Background: an optimization exercise with open tools, aiming at small area. Do not read the settings as production practice. Function was checked by simulation only, so behaviour that the tests miss may differ from the original.

==> flow/design.v (outline; a module is shown in full before it is edited, if it fits) <==
// module wht_1d: 1817 lines
// module wht_fa: 10 lines
// module wht_ha: 9 lines
// module wht_orn: 7 lines
// module wht_xor: 7 lines
// module wht_xnor: 7 lines
module wht_1d #(
    parameter  WIDTH0 = 8,
    parameter  WIDTH1 = 11,
    parameter  WIDTH2 = 13
)(
    input   wire                            clk,
    input   wire                            rst_n,
    input   wire    signed  [WIDTH0-1:0]    blk_i0,
    input   wire    signed  [WIDTH0-1:0]    blk_i1,
    input   wire    signed  [WIDTH0-1:0]    blk_i2,
    input   wire    signed  [WIDTH0-1:0]    blk_i3,
    input   wire    signed  [WIDTH0-1:0]    blk_i4,
    input   wire    signed  [WIDTH0-1:0]    blk_i5,
    input   wire    signed  [WIDTH0-1:0]    blk_i6,
    input   wire    signed  [WIDTH0-1:0]    blk_i7,
    input   wire    signed  [WIDTH0-1:0]    blk_i8,
    input   wire    signed  [WIDTH0-1:0]    blk_i9,
    input   wire    signed  [WIDTH0-1:0]    blk_i10,
    input   wire    signed  [WIDTH0-1:0]    blk_i11,
    input   wire    signed  [WIDTH0-1:0]    blk_i12,
    input   wire    signed  [WIDTH0-1:0]    blk_i13,
    input   wire    signed  [WIDTH0-1:0]    blk_i14,
    input   wire    signed  [WIDTH0-1:0]    blk_i15,
    input   wire                            blk_ivalid,
    output  wire            [WIDTH2-1:0]    blk_o0,
    output  wire            [WIDTH2-1:0]    blk_o1,
    output  wire            [WIDTH2-1:0]    blk_o2,
    output  wire            [WIDTH2-1:0]    blk_o3,
    output  wire            [WIDTH2-1:0]    blk_o4,
    output  wire            [WIDTH2-1:0]    blk_o5,
    output  wire            [WIDTH2-1:0]    blk_o6,
    output  wire            [WIDTH2-1:0]    blk_o7,
    output  wire            [WIDTH2-1:0]    blk_o8,
    output  wire            [WIDTH2-1:0]    blk_o9,
    output  wire            [WIDTH2-1:0]    blk_o10,
    output  wire            [WIDTH2-1:0]    blk_o11,
    output  wire            [WIDTH2-1:0]    blk_o12,
    output  wire            [WIDTH2-1:0]    blk_o13,
    output  wire            [WIDTH2-1:0]    blk_o14,
    output  wire            [WIDTH2-1:0]    blk_o15,
    output  reg                             blk_ovalid
);
  // ...
==> flow/flow/run.sh <==
#!/bin/bash
# The standard ORFS layout (standard.sh), with two changes:
#  - port buffers are sky130_fd_sc_hd__buf_1 instead of the default delay buffer;
#  - the clock tree uses clkbuf_4 leaf clusters of up to 11 flip-flops and no dummy loads.
# make's full output goes to flow.log here; ORFS keeps each step's log under orfs/logs/.
set -euo pipefail
export BUFFER_PORTS_ARGS="-buffer_cell sky130_fd_sc_hd__buf_1"
export CTS_ARGS="-sink_clustering_enable -repair_clock_nets -dont_use_dummy_load -buf_list sky130_fd_sc_hd__clkbuf_4 -sink_clustering_size 11 -sink_clustering_max_diameter 60"
bash standard.sh > flow.log 2>&1
==> flow/standard.sh <==
#!/bin/bash
# synth_recipe.tcl (not shown) runs the flow's synth.tcl, then flattens the netlist and writes it again
# the make line also repeats each setting of config.mk as NAME=value (left out here)
make -C /OpenROAD-flow-scripts/flow DESIGN_CONFIG=/design/flow/config.mk WORK_HOME=/design/flow/orfs CLKGATE_MAP_FILE= SYNTH_SCRIPT=/design/flow/synth_recipe.tcl "${@:-finish}"
==> flow/config.mk <==
export PLATFORM = sky130hd
export DESIGN_NAME = wht_1d
export DESIGN_NICKNAME = wht_1d
export VERILOG_FILES = /design/flow/design.v
export SDC_FILE = /design/flow/constraint.sdc
export NUM_CORES = 8
export LEC_CHECK = 0
export CAP_MARGIN = 20
export CORE_MARGIN = 2
export CORE_UTILIZATION = 50
export PLACE_DENSITY = 0.65
export SLEW_MARGIN = 20
export SYNTH_HIERARCHICAL = 1
==> flow/constraint.sdc <==
create_clock -name core_clock -period 10.0 [get_ports {clk}]
set_input_delay 2.0000 -clock core_clock [delete_from_list [all_inputs] [get_ports {clk}]]
set_output_delay 2.0000 -clock core_clock [all_outputs]
set_load 0.01 [all_outputs]
==> qor.csv, run 1 <==
stage;metric;value;unit
yosys;yosys.area_share.simple;0.391;%
yosys;synth_xor_area_share;0.876;%
worst_setup_path;crit_required;8.00;ns
timing;finalCriticalPeriod;9.64;ns
cts;cts_tree;yes;
yosys;synth_top_area_share;44.1;%
place;place_area;24500;sq um
global_routing;use_met2;35.4;%
status;status;finished clean;
place;dp_hpwl;43300;um
cts;hold_buffers;0;
yosys;synth.area.top_cells;fa_1 44%, dfxtp_1 43%, buf_4 6.5%;
global_routing;met1_usage;25.3;%
cts;numCtsBuffers;56;
die;fp.dieW;223;um
finish;seqCellArea;10300;sq um
global_routing;grt_pass1_vias;12338;
die;io-pin-count;340;
yosys;async_reset_ff_share;0.775;%
route;wirelength_met1;19300;um
timing;slew_headroom;57.7;%
global_routing;met3_usage;4.21;%
finish;comb.multi_input.count;582;
timing;maxSlewViolCount;0;
worst_setup_path;critPathArrivalTime;7.64;ns
timing;whs;0.276;ns
cts;clock_latency;0.79;ns
worst_setup_path;r2r_end;r4_8[0]$_DFF_P_;
yosys;synth_warnings;7;
finish;antenna_cells;1;
finish;design.seq.count;516;
global_routing;grt_pass1_wl;71800;um
route;wire_per_inst;19.9;um
route;dr.first_iter.drc_count;443;
cts;cts.sinks;516;
route;dr.pass1.iters;4;
die;taps;615;
yosys;synth_area;24000;sq um
worst_setup_path;critPathMostFrequentCell;fa_1;
route;highest-signal-layer;met5;
==> run 2: changes to the inputs <==
--- a/flow/flow/run.sh
+++ b/flow/flow/run.sh
@@ -5,5 +5,5 @@
 # make's full output goes to flow.log here; ORFS keeps each step's log under orfs/logs/.
 set -euo pipefail
 export BUFFER_PORTS_ARGS="-buffer_cell sky130_fd_sc_hd__buf_1"
-export CTS_ARGS="-sink_clustering_enable -repair_clock_nets -dont_use_dummy_load -buf_list sky130_fd_sc_hd__clkbuf_4 -sink_clustering_size 11 -sink_clustering_max_diameter 60"
+export CTS_ARGS="-sink_clustering_enable -repair_clock_nets -dont_use_dummy_load -buf_list sky130_fd_sc_hd__clkbuf_4 -sink_clustering_size 11 -sink_clustering_max_diameter 50"
 bash standard.sh > flow.log 2>&1
--- a/flow/config.mk
+++ b/flow/config.mk
@@ -7,7 +7,7 @@
 export LEC_CHECK = 0
 export CAP_MARGIN = 20
 export CORE_MARGIN = 2
-export CORE_UTILIZATION = 50
-export PLACE_DENSITY = 0.65
+export CORE_UTILIZATION = 65
+export PLACE_DENSITY = 0.8
 export SLEW_MARGIN = 20
 export SYNTH_HIERARCHICAL = 1
==> qor.csv, run 2 <==
stage;metric;value;unit;change
cts;hold_buffers;0;;unchanged
place;dp_hpwl;40400;um;was 43,300 um
die;io-pin-count;340;;unchanged
global_routing;grt_usage;24.9;%;was 20.1%
cts;cts.sinks;516;;unchanged
yosys;synth_area;24000;sq um;unchanged
route;via_per_inst;4.73;;was 4.39
finish;final_cell_mix;528 x fa_1, 512 x dfxtp_1, 339 x buf_1;;unchanged
worst_setup_path;reg2regPathDepth;0;;unchanged
timing;slew_headroom;59.0;%;was 57.7%
worst_setup_path;path_buf_inv;4;;unchanged
route;wire_per_inst;19.9;um;about the same
timing;whs;0.255;ns;was 0.276 ns
place;place.gp.congestion;0.944;;was 0.891
die;core-area;36500;sq um;was 47,500 sq um
yosys;synth.area.mux_share;0;%;unchanged
place;place_area;24300;sq um;was 24,500 sq um
die;start_util;65.7;%;was 50.5%
global_routing;grt_max_degree;17;;unchanged
worst_hold_path;whs_path_depth;0;;unchanged
yosys;synth_compound_area_share;0;%;unchanged
worst_setup_path;critPathMostFrequentCell;fa_1;;unchanged
finish;finalInstanceArea;24700;sq um;was 24,900 sq um
worst_setup_path;worstSetupEndpointType;primary output;;unchanged
die;fp.dieArea;38500;sq um;was 49,800 sq um
yosys;synth_top_family_by_area;adder cells;;unchanged
die;fp.dieW;196;um;was 223 um
worst_hold_path;min_path_type;reg2reg;;unchanged
cts;cts_resized;0;;unchanged
global_routing;grt_pass1_wl;69400;um;was 71,800 um
cts;numCtsBuffers;54;;was 56
die;rows;70;;was 80
timing;timing.final.ws_setup;0.477;ns;was 0.358 ns
yosys;synth_warnings;7;;unchanged
timing;fmax;0.105;GHz;was 0.104 GHz
global_routing;grt_overflow;0;;unchanged
yosys;synth-adder-area-share;44.8;%;unchanged
worst_setup_path;critPathArrivalTime;7.52;ns;was 7.64 ns
worst_setup_path;path_cells;ha_1 > fa_1 > inv_1 > fa_1 > inv_1 > fa_1 > fa_1 > inv_1 > fa_1 > fa_1 > fa_1 > fa_1 > fa_1 > fa_1 > fa_1 > fa_1 > xnor2_1 > buf_1;;was ha_1 > fa_1 > fa_1 > inv_1 > fa_1 > inv_1 > fa_1 > inv_1 > fa_1 > fa_1 > fa_1 > fa_1 > fa_1 > fa_1 > fa_1 > fa_1 > xnor2_1 > buf_1
yosys;synth_cell_types;9;;unchanged
yosys;syn_inst;1578;;unchanged
route;dr.pass1.iters;4;;unchanged
cts;path_clk_slew;0.11;ns;was 0.10 ns
worst_setup_path;crit_type;reg2out;;unchanged
timing;setup_violations;0;;unchanged
global_routing;antenna_found_initial;2;;unchanged
timing;finClkSkew;0.0607;ns;was 0.0540 ns
finish;fin_nets;2439;;was 2,441
yosys;synth_flop_cell;dfxtp_1;;unchanged
route;drtAntennaViolNets;0;;unchanged
timing;hold_viol;0;;unchanged
finish;final_util;67.6;%;was 52.4%
yosys;syn-num-nets;2252;;unchanged
cts;clock_latency;0.73;ns;was 0.79 ns
status;status;finished clean;;unchanged
yosys;synth_top_area_share;44.1;%;unchanged
timing;finalCriticalPeriod;9.52;ns;was 9.64 ns
worst_setup_path;crit_cells;18;;unchanged
die;die_y;196;um;was 223 um
route;wirelength;44400;um;was 47,400 um
yosys;synth.area.top_cells;fa_1 44%, dfxtp_1 43%, buf_4 6.5%;;unchanged
worst_setup_path;critPathLaunchType;flop;;unchanged
yosys;synth_xor_area_share;0.876;%;unchanged
yosys;synth-seq-area-share;43.1;%;unchanged
cts;htreeDepth;2;;unchanged
finish;post_route_cells_drive_above_1_share;3.06;%;was 3.17%
yosys;yosys.area.top_type;fa_1;;unchanged
yosys;synth_most_common_cell;fa_1;;unchanged
cts;cts_tree;yes;;unchanged
yosys;synth_edf_count;0;;unchanged
route;via_count;10570;;was 10,447
yosys;async_reset_ff_share;0.775;%;unchanged
place;preCtsSetupSlack;1.19;ns;was 1.16 ns
worst_setup_path;max_stage_delay;0.59;ns;was 0.63 ns
route;drc_errors;0;;unchanged
timing;min_period_over_period;95.2;%;was 96.4%
timing;tns;0;ns;unchanged
timing;rsz0062_at_grt;false;;unchanged
route;dr.first_iter.drc_count;327;;was 443
cts;root_buffer;clkbuf_4;;unchanged
finish;area_growth;2.95;%;was 3.76%
timing;maxSlewViolCount;0;;unchanged
yosys;ys_seq_elements;516;;unchanged
worst_setup_path;crit_required;8.00;ns;about the same
yosys;synth_common_cells;528 x fa_1, 512 x dfxtp_1, 272 x inv_1;;unchanged
cts;cts_buffer_depth;3;;unchanged
place;post-place-cells;2177;;was 2,324
worst_setup_path;slowest_stage;fa_1;;unchanged
place;port_buffers;339;;unchanged
worst_setup_path;critPathTopFamily;adder cells;;unchanged
cts;post_cts_buffers;0;;unchanged
finish;layout_commonest_cell;fa_1;;unchanged
global_routing;grt_pass1_vias;12661;;was 12,338
finish;fillers;2578;;was 4,001
timing;worstMarginPinSlew;0.615;ns;was 0.635 ns
finish;fin_cells;2233;;was 2,381
yosys;syn_avg_cell_area;15.2;sq um;unchanged
yosys;yosys.area_share.simple;0.391;%;unchanged
run;max-cap-violations;0;;unchanged
worst_setup_path;crit_fanout;3;;unchanged
==> run 2: cell types whose count changed in the layout (fill, tap and decap cells not counted) <==
cell and delta:
diode_2 +1, clkbuf_4 -2
==> run 2: cell families (layout without fill, tap and decap cells) <==
group,count (synthesis),after routing
xor gates and xnor gates,24,24
adders and majority gates,543,543
buffers and inverters,480,665
DFF,516,516
other,0,2
and+or+nand+nor,15,15
==> run 2: per-layer routing <==
metal	routed length (um)	part of all wire, %	GRT usage, %
met2	23400	53	44.3
met4	1060	2.4	7.04
met5	0	0	0
met3	2660	6.0	5.35
met1	17300	39	31.1
==> run 2: final cells by class <==
type / count / area [sq um] / area share [%]
multi-input combinational: 582 / 11100 / 44.8
antenna: 2 / 5.00 / 0.0203
clock buffer: 54 / 405 / 1.64
timing repair buffer: 339 / 1270 / 5.15
tap: 468 / 586 / 2.37
inverter: 272 / 1020 / 4.13
sequential: 516 / 10300 / 41.9
==> run 2: worst paths after layout <==
path	from	endpoint	slack, ns
max	r4_14[0]$_DFF_P_	blk_o7[12]	0.48
min	r2_9[0]$_DFF_P_	r3_9[0]$_DFF_P_	0.26
max reg2reg	blk_ivalid_s1$_DFF_PN0_	blk_ivalid_s2$_DFF_PN0_	9.52
min reg2reg	r2_9[0]$_DFF_P_	r3_9[0]$_DFF_P_	0.26
max in group asynchronous	rst_n	blk_ivalid_s2$_DFF_PN0_	8.77
min in group asynchronous	rst_n	blk_ivalid_s3$_DFF_PN0_	1.05
==> run 2: Yosys stat by module (local to each module, per instance) <==
module	cell area (sq um)	flip-flops and latches
wht_fa	20.0	0
wht_ha	12.5	0
wht_xor	8.76	0
wht_xnor	8.76	0
wht_1d	12900	516
wht_orn	6.26	0
==> run 3: changes to the inputs <==
==> flow/run.sh (new file) <==
#!/bin/bash
# synth_recipe.tcl (not shown) runs the flow's synth.tcl, then flattens the netlist and writes it again
# the make line also repeats each setting of config.mk as NAME=value (left out here)
make -C /OpenROAD-flow-scripts/flow DESIGN_CONFIG=/design/flow/config.mk WORK_HOME=/design/flow/orfs CLKGATE_MAP_FILE= SYNTH_SCRIPT=/design/flow/synth_recipe.tcl finish
--- a/flow/config.mk
+++ b/flow/config.mk
@@ -8,6 +8,9 @@
 export CAP_MARGIN = 20
 export CORE_MARGIN = 2
 export CORE_UTILIZATION = 65
+export CTS_BUF_LIST = sky130_fd_sc_hd__clkbuf_4
+export CTS_CLUSTER_DIAMETER = 50
+export CTS_CLUSTER_SIZE = 11
 export PLACE_DENSITY = 0.8
 export SLEW_MARGIN = 20
 export SYNTH_HIERARCHICAL = 1
removed: flow/flow/run.sh
removed: flow/standard.sh
==> qor.csv, run 3 <==
stage;metric;value;unit;change
status;status;finished clean;;unchanged
yosys;synth_flop_cell;dfxtp_1;;unchanged
route;dr.first_iter.drc_count;338;;was 327
route;drtAntennaViolNets;0;;unchanged
place;post-place-cells;2177;;unchanged
yosys;synth_top_area_share;44.1;%;unchanged
die;die_y;196;um;unchanged
route;wirelength;45600;um;was 44,400 um
timing;setup_violations;0;;unchanged
yosys;synth_warnings;7;;unchanged
die;fp.dieArea;38500;sq um;unchanged
finish;final_cell_mix;511 x dfxtp_1, 486 x fa_1, 321 x clkdlybuf4s50_1;;was 528 x fa_1, 512 x dfxtp_1, 339 x buf_1
yosys;synth_common_cells;528 x fa_1, 512 x dfxtp_1, 272 x inv_1;;unchanged
yosys;yosys.area.top_type;fa_1;;unchanged
route;wire_per_inst;20.3;um;was 19.9 um
worst_setup_path;crit_fanout;3;;unchanged
route;highest-signal-layer;met4;;unchanged
yosys;syn-num-nets;2252;;unchanged
global_routing;grt_overflow;0;;unchanged
global_routing;grt_usage;25.4;%;was 24.9%
cts;numCtsBuffers;56;;was 54
route;wirelength_met1;18000;um;was 17,300 um
global_routing;antenna_found_initial;2;;unchanged
worst_setup_path;worstSetupEndpointType;primary output;;unchanged
yosys;syn_inst;1578;;unchanged
yosys;async_reset_ff_share;0.775;%;unchanged
die;start_util;65.7;%;unchanged
yosys;synth_edf_count;0;;unchanged
timing;slew_headroom;63.3;%;was 59.0%
timing;finClkSkew;0.0332;ns;was 0.0607 ns
global_routing;grt_pass1_wl;70800;um;was 69,400 um
finish;layout_commonest_cell;dfxtp_1;;was fa_1
timing;maxSlewViolCount;0;;unchanged
cts;root_buffer;clkbuf_4;;unchanged
yosys;synth_most_common_cell;fa_1;;unchanged
route;via_per_inst;4.70;;was 4.73
die;core-area;36500;sq um;unchanged
cts;path_clk_slew;0.12;ns;was 0.11 ns
cts;clock_latency;0.77;ns;was 0.73 ns
run;max-cap-violations;0;;unchanged
route;dr_wl_met3;2460;um;was 2660 um
place;place.gp.congestion;0.899;;was 0.944
cts;hold_buffers;0;;unchanged
timing;hold_viol;0;;unchanged
timing;finalCriticalPeriod;9.73;ns;was 9.52 ns
cts;cts_buffer_depth;3;;unchanged
yosys;ys_seq_elements;516;;unchanged
timing;whs;0.307;ns;was 0.255 ns
cts;cts.sinks;516;;unchanged
route;wl_met2;24100;um;was 23,400 um
yosys;synth.area.top_cells;fa_1 44%, dfxtp_1 43%, buf_4 6.5%;;unchanged
timing;tns;0;ns;unchanged
cts;cts_tree;yes;;unchanged
yosys;synth_cell_types;9;;unchanged
worst_setup_path;critPathLaunchType;flop;;unchanged
finish;fillers;2322;;was 2,578
finish;post_route_cells_drive_above_1_share;7.19;%;was 3.06%
cts;htreeDepth;2;;unchanged
finish;seqCellArea;10400;sq um;was 10,300 sq um
place;port_buffers;339;;unchanged
yosys;syn_avg_cell_area;15.2;sq um;unchanged
finish;area_growth;13.5;%;was 2.95%
worst_hold_path;min_path_type;reg2reg;;unchanged
die;io-pin-count;340;;unchanged
timing;min_period_over_period;97.3;%;was 95.2%
route;drc_errors;0;;unchanged
cts;post_cts_buffers;0;;unchanged
global_routing;grt_pass1_vias;12708;;was 12,661
timing;fmax;0.103;GHz;was 0.105 GHz
finish;multiInputGateArea;11300;sq um;was 11,100 sq um
worst_setup_path;crit_required;8.00;ns;about the same
finish;fin_cells;2250;;was 2,233
place;dp_hpwl;41200;um;was 40,400 um
timing;worstMarginPinSlew;0.550;ns;was 0.615 ns
finish;final_util;74.5;%;was 67.6%
finish;fin_nets;2441;;was 2,439
yosys;synth-seq-area-share;43.1;%;unchanged
yosys;synth_area;24000;sq um;unchanged
route;dr.pass1.iters;6;;was 4
die;rows;70;;unchanged
global_routing;grt_max_degree;17;;unchanged
die;fp.dieW;196;um;unchanged
worst_setup_path;critPathArrivalTime;7.73;ns;was 7.52 ns
route;via_count;10570;;unchanged
worst_setup_path;crit_type;reg2out;;unchanged
[run 3: logic make-up after synthesis]
family / share of synthesized area [%]
xor+xnor: 0.876
flops: 43.1
fa+ha+maj: 44.8
buf+inv: 10.8
simple gates: 0.391
[run 3: worst max-delay path, stage by stage (launching register included)]
cell and delay (ns):
dfxtp_1 0.34, nand2b_1 0.16, fa_1 0.52, fa_1 0.63, inv_1 0.08, fa_1 0.58
fa_1 0.48, fa_1 0.40, fa_1 0.45, fa_1 0.43, fa_1 0.43, fa_1 0.42
fa_1 0.42, fa_1 0.39, fa_1 0.38, xor2_1 0.24, clkdlybuf4s50_1 0.59
[run 3: final cells by class]
cell class,instances,share of cell area [%]
clock inverters,9,0.322
diodes,2,0.0184
well taps,468,2.15
repair buffers,339,12.6
clock buffers,62,1.71
multi-input cells,582,41.4
flip-flops and latches,516,38.0
inverters,272,3.75
[run 3: repair_timing]
item / CTS / global route
cloned: 0 / 0
pin swaps: 0 / 2
endpoints found under the setup margin: 7 / 46
resized for setup: 3 / 72
[run 3: modules after synthesis (local to each module, per instance)]
module	cells	times used	flip-flops and latches	cell area [sq um]
wht_1d	996	1	516	12900
wht_fa	1	528	0	20.0
wht_ha	1	15	0	12.5
wht_orn	1	15	0	6.26
wht_xnor	1	8	0	8.76
wht_xor	1	16	0	8.76
[run 3: final timing paths]
| check | from | slack [ns] | depth (start not counted) | to |
|---|---|---|---|---|
| max | r4_4[0]$_DFF_P_ | 0.27 | 16 | blk_o10[12] |
| min | r1_14[3]$_DFF_P_ | 0.31 | 0 | r2_14[3]$_DFF_P_ |
| max reg2reg | blk_ivalid_s3$_DFF_PN0_ | 9.51 | 0 | blk_ovalid$_DFF_PN0_ |
| min reg2reg | r1_14[3]$_DFF_P_ | 0.31 | 0 | r2_14[3]$_DFF_P_ |
| max in group asynchronous | rst_n | 8.38 | 1 | blk_ivalid_s2$_DFF_PN0_ |
| min in group asynchronous | rst_n | 1.45 | 1 | blk_ivalid_s3$_DFF_PN0_ |
[run 3: metal layers]
layer  GRT usage, %  vias to the layer above
met4           7.46                        0
met2           45.0                      336
met5              0                        -
li1               -                     4693
met3           5.57                       55
met1           31.8                     5486
[run 3: metrics by stage]
stage	area, sq um	setup slack (ns)
2_1_floorplan	24000	1.91
3_3_place_gp	26400	0.943
3_5_place_dp	26400	0.861
4_1_cts	27000	0.00430
5_1_grt	27200	-0.0126
6_report	27200	0.275

[re-timing with driven ports]
How much do the figures lean on ideal ports? The routed layouts below were timed once more, with nothing changed but the port constraints.
Step 1 assumes that a clkbuf_16 drives the clock port and a buf_2 every other input.
Step 2 adds t to the input delays and takes it off the output delays; t is the mean of the earliest and latest rising clock arrival at the registers after step 1. Input paths then give back, and output paths get back, about the clock's delay inside the block.
Three values: ideal ports, drivers, drivers and shift; two values: the first two.
| run | t (ns) | slack for setup (ns) | worst hold slack (ns) |
|---|---|---|---|
| run 1 | 0.811 | 0.358 / 0.301 / 1.112 | 0.276 / 0.276 / 0.276 |
| run 2 | 0.770 | 0.477 / 0.428 / 1.199 | 0.255 / 0.255 / 0.255 |
| run 3 | 0.808 | 0.274 / 0.224 / 1.032 | 0.307 / 0.307 / 0.307 |
After both steps every run listed still meets setup and hold.
